Source: an optimization exercise on an open RTL-to-GDS flow (aim: small area). Production flows keep margins and buffers that such runs may drop. The RTL was checked by simulation tests, not by an equivalence proof against the original design. Power figures rest on the tool's default switching activity, not on a simulated workload.

==> harbor: inputs <==
Design tv80s, start of the top module:
module tv80s ( 
  m1_n, mreq_n, iorq_n, rd_n, wr_n, rfsh_n, halt_n, busak_n, A, data_out,
  reset_n, clk, wait_n, int_n, nmi_n, busrq_n, data_in
  );
  parameter Mode = 0;     
  parameter T2Write = 1;  
  parameter IOWait  = 1;  
  input         reset_n; 
  input         clk; 
  input         wait_n; 
  input         int_n; 
  input         nmi_n; 
  input         busrq_n; 
  output        m1_n; 
  output        mreq_n; 
  output        iorq_n; 
  output        rd_n; 
  output        wr_n; 
  output        rfsh_n; 
  output        halt_n; 
  output        busak_n; 
  output [15:0] A;
  input [7:0]   data_in;
  output [7:0]  data_out;
  reg           mreq_n; 
  reg           iorq_n; 
  reg           rd_n; 
  reg           wr_n; 
  wire          cen;
  wire          intcycle_n;
  wire          no_read;
  wire          write;
  wire          iorq;
  reg [7:0]     data_in_reg;
  wire [6:0]    mcycle;
  wire [6:0]    tstate;
  assign    cen = 1;
  tv80_core #(Mode, IOWait) i_tv80_core
    (
     .cen (cen),
     .m1_n (m1_n),
     .iorq (iorq),
     .no_read (no_read),
     .write (write),
     .rfsh_n (rfsh_n),
     .halt_n (halt_n),
     .wait_n (wait_n),
     .int_n (int_n),
     .nmi_n (nmi_n),
     .reset_n (reset_n),
     .busrq_n (busrq_n),
     .busak_n (busak_n),
     .clk (clk),
     .IntE (),
     .stop (),
     .A (A),
     .dinst (data_in),
     .data_in (data_in_reg),
     .data_out (data_out),
     .mc (mcycle),
     .ts (tstate),
     .intcycle_n (intcycle_n)
     );  
  always @(posedge clk)  
    begin
      if (!reset_n)
        begin
          rd_n   <= 1'b1;
          wr_n   <= 1'b1;
          iorq_n <= 1'b1;
  ...
Settings: LEC_CHECK=0, CAP_MARGIN=20, CORE_MARGIN=2, CORE_UTILIZATION=40, CTS_BUF_LIST=sky130_fd_sc_hd__clkbuf_8, CTS_CLUSTER_DIAMETER=100, CTS_CLUSTER_SIZE=10, SLEW_MARGIN=20; clock period 11.0 ns.
run.sh (not shown) runs the stock make flow with config.mk's settings and CLKGATE_MAP_FILE= SYNTH_SCRIPT=/design/flow/synth_recipe.tcl, a recipe that flattens the netlist after the stock synthesis.
==> inputs of sierra, as changes to harbor <==
==> flow/flow/run.sh (new file) <==
#!/bin/bash
# Standard ORFS flow, except that after the standard synthesis the
# combinational logic is re-mapped by ABC for area (flip-flops, their names
# and cell types are left exactly as the standard synthesis made them).
set -euo pipefail
R=orfs/results/sky130hd/tv80s/base
LIB=$FLOW_HOME/platforms/sky130hd/lib/sky130_fd_sc_hd__tt_025C_1v80.lib
YOSYS=$(command -v yosys || echo $FLOW_HOME/../tools/install/yosys/bin/yosys)

bash standard.sh synth > std_synth.log 2>&1
cp $R/1_2_yosys.v std_1_2_yosys.v

DUARGS=$(sed 's/^/-dont_use /' flow/dontuse.txt | tr '\n' ' ')
cat > reabc.ys <<EOT
read_liberty -ignore_miss_func -overwrite -setattr liberty_cell $LIB
read_verilog std_1_2_yosys.v
hierarchy -top $FLOW_TOP
setattr -mod -set keep_hierarchy 1 sky130_fd_sc_hd__dfxtp_1 sky130_fd_sc_hd__edfxtp_1 sky130_fd_sc_hd__dfrtp_1 sky130_fd_sc_hd__conb_1
flatten
opt_clean -purge
abc -liberty $LIB $DUARGS -script flow/reabc.abc $FLOW_TOP
opt_clean -purge
hilomap -singleton -hicell sky130_fd_sc_hd__conb_1 HI -locell sky130_fd_sc_hd__conb_1 LO
insbuf -buf sky130_fd_sc_hd__buf_4 A X
opt_clean -purge
rename -hide {w:*\$func\$*}
tee -o reabc_stat.txt stat -liberty $LIB
select $FLOW_TOP
write_verilog -noattr -nohex -nodec -selected reabc_1_2_yosys.v
EOT
$YOSYS -s reabc.ys > reabc_yosys.log 2>&1

# the flip-flops must be the standard synthesis's, one for one
ffs() { grep -E '^ *sky130_fd_sc_hd__(e?dfxtp|dfrtp)_[0-9]+ ' "$1" | sort; }
if ! cmp -s <(ffs std_1_2_yosys.v) <(ffs reabc_1_2_yosys.v); then
  echo "re-mapped netlist changed the flip-flops" >&2
  exit 1
fi

cp reabc_1_2_yosys.v $R/1_2_yosys.v
touch $R/1_2_yosys.v
rm -f $R/1_synth.odb $R/1_synth.sdc
bash standard.sh finish > std_finish.log 2>&1
==> flow/flow/dontuse.txt (new file) <==
sky130_fd_sc_hd__probe_p_8
sky130_fd_sc_hd__probec_p_8
sky130_fd_sc_hd__lpflow_bleeder_1
sky130_fd_sc_hd__lpflow_clkbufkapwr_1
sky130_fd_sc_hd__lpflow_clkbufkapwr_16
sky130_fd_sc_hd__lpflow_clkbufkapwr_2
sky130_fd_sc_hd__lpflow_clkbufkapwr_4
sky130_fd_sc_hd__lpflow_clkbufkapwr_8
sky130_fd_sc_hd__lpflow_clkinvkapwr_1
sky130_fd_sc_hd__lpflow_clkinvkapwr_16
sky130_fd_sc_hd__lpflow_clkinvkapwr_2
sky130_fd_sc_hd__lpflow_clkinvkapwr_4
sky130_fd_sc_hd__lpflow_clkinvkapwr_8
sky130_fd_sc_hd__lpflow_decapkapwr_12
sky130_fd_sc_hd__lpflow_decapkapwr_3
sky130_fd_sc_hd__lpflow_decapkapwr_4
sky130_fd_sc_hd__lpflow_decapkapwr_6
sky130_fd_sc_hd__lpflow_decapkapwr_8
sky130_fd_sc_hd__lpflow_inputiso0n_1
sky130_fd_sc_hd__lpflow_inputiso0p_1
sky130_fd_sc_hd__lpflow_inputiso1n_1
sky130_fd_sc_hd__lpflow_inputiso1p_1
sky130_fd_sc_hd__lpflow_inputisolatch_1
sky130_fd_sc_hd__lpflow_isobufsrc_1
sky130_fd_sc_hd__lpflow_isobufsrc_16
sky130_fd_sc_hd__lpflow_isobufsrc_2
sky130_fd_sc_hd__lpflow_isobufsrc_4
sky130_fd_sc_hd__lpflow_isobufsrc_8
sky130_fd_sc_hd__lpflow_isobufsrckapwr_16
sky130_fd_sc_hd__lpflow_lsbuf_lh_hl_isowell_tap_1
sky130_fd_sc_hd__lpflow_lsbuf_lh_hl_isowell_tap_2
sky130_fd_sc_hd__lpflow_lsbuf_lh_hl_isowell_tap_4
sky130_fd_sc_hd__lpflow_lsbuf_lh_isowell_4
sky130_fd_sc_hd__lpflow_lsbuf_lh_isowell_tap_1
sky130_fd_sc_hd__lpflow_lsbuf_lh_isowell_tap_2
sky130_fd_sc_hd__lpflow_lsbuf_lh_isowell_tap_4
sky130_fd_sc_hd__fill_1
sky130_fd_sc_hd__fill_2
sky130_fd_sc_hd__fill_4
sky130_fd_sc_hd__fill_8
==> flow/flow/reabc.abc (new file) <==
strash
dc2
&get -n
&deepsyn -T 180
&put
dc2
&get -n
&deepsyn -T 180
&put
dc2
&get -n
&deepsyn -T 180
&put
dch -f
amap
topo
stime -c
buffer -c
upsize -c -D 8000
dnsize -c -D 8000
==> flow/standard.sh (new file) <==
#!/bin/bash
# synth_recipe.tcl (not shown) runs the flow's synth.tcl, then flattens the netlist and writes it again
# the make line also repeats each setting of config.mk as NAME=value (left out here)
make -C /OpenROAD-flow-scripts/flow DESIGN_CONFIG=/design/flow/config.mk WORK_HOME=/design/flow/orfs CLKGATE_MAP_FILE= SYNTH_SCRIPT=/design/flow/synth_recipe.tcl "${@:-finish}"
CTS_CLUSTER_SIZE = 12   (was 10)
removed: flow/run.sh
==> report_table.html <==
<table>
<tr><th>Metric</th><th>Value</th></tr>
<tr><th colspan="2">Power and ir drop</th></tr>
<tr><td>Portion of total power attributed to the clock network</td><td>0.092</td></tr>
<tr><td>Internal power summed over all cells</td><td>4450 uW</td></tr>
<tr><td>LEAKAGE</td><td>0.0129 uW</td></tr>
<tr><th colspan="2">STA</th></tr>
<tr><td>Relative slew slack</td><td>0.114</td></tr>
<tr><td>Worst Hold Margin</td><td>457 ps</td></tr>
<tr><th colspan="2">Floorplanning</th></tr>
<tr><td>Placeable core region</td><td>approximately 0.080 mm2</td></tr>
<tr><th colspan="2">Outcome</th></tr>
<tr><td>Outcome</td><td>timing/DRC/antenna clean</td></tr>
<tr><th colspan="2">Finish</th></tr>
<tr><td>Area Overhead vs Synth</td><td>8.12%</td></tr>
<tr><th colspan="2">Placed design</th></tr>
<tr><td>Global placer's final weighted congestion</td><td>1.13</td></tr>
<tr><td>Placement-stage cell area</td><td>0.0342 mm2</td></tr>
<tr><td>Post-placement setup slack</td><td>1480 ps</td></tr>
<tr><th colspan="2">Logic synthesis</th></tr>
<tr><td>Share of synthesized area spent on multiplexers</td><td>0.108</td></tr>
<tr><td>Synth Area in Compound Gates</td><td>0.283</td></tr>
</table>
[end of results for harbor]
==> report_table.html <==
<table>
<tr><th>Metric</th><th>Value</th></tr>
<tr><th colspan="2">Floorplanning</th></tr>
<tr><td>Placeable core region</td><td>0.0576 mm2</td></tr>
<tr><th colspan="2">Clock tree</th></tr>
<tr><td>H-tree levels</td><td>2</td></tr>
<tr><td>Post-CTS repair timing setup buffer count</td><td>0</td></tr>
<tr><th colspan="2">Placed design</th></tr>
<tr><td>Placement-stage cell area</td><td>0.0250 mm2</td></tr>
<tr><td>Post-placement setup slack</td><td>1250 ps</td></tr>
<tr><th colspan="2">Power and ir drop</th></tr>
<tr><td>LEAKAGE</td><td>between 0.009 and 0.01 uW</td></tr>
<tr><td>Share of power burned in combinational logic</td><td>0.598</td></tr>
<tr><td>Portion of total power attributed to the clock network</td><td>0.139</td></tr>
<tr><th colspan="2">Critical path</th></tr>
<tr><td>Required @ worst endpoint</td><td>11380 ps</td></tr>
<tr><td>Termination of the worst setup path</td><td>i_tv80_core.i_reg.RegsH[2][7]$_DFFE_PP_</td></tr>
<tr><th colspan="2">Finish</th></tr>
<tr><td>Area Overhead vs Synth</td><td>10.8%</td></tr>
<tr><th colspan="2">Outcome</th></tr>
<tr><td>Outcome</td><td>timing/DRC/antenna clean</td></tr>
</table>
[end of results for sierra]

static timing again, ports no longer ideal:
The flow's constraints put no driver on any port. The routed layouts listed below were extracted and timed again, unchanged, in two steps. Step 1, drivers: a clkbuf_16 drives clk and a buf_2 each remaining input, both assumed. Step 2 also shifts input and output timing later by t, the mid clock arrival at the registers, as if the neighbouring blocks saw the same clock. Three values: ideal ports, drivers, drivers and shift; two values: the first two.
run	shift t [ns]	setup slack, ns	hold WS [ns]
harbor	0.719	1.094 / 1.094 / 1.094	0.457 / 0.457 / 0.457
sierra	0.696	0.998 / 0.998 / 0.998	0.475 / 0.475 / 0.475
After both steps every run listed still meets setup and hold.
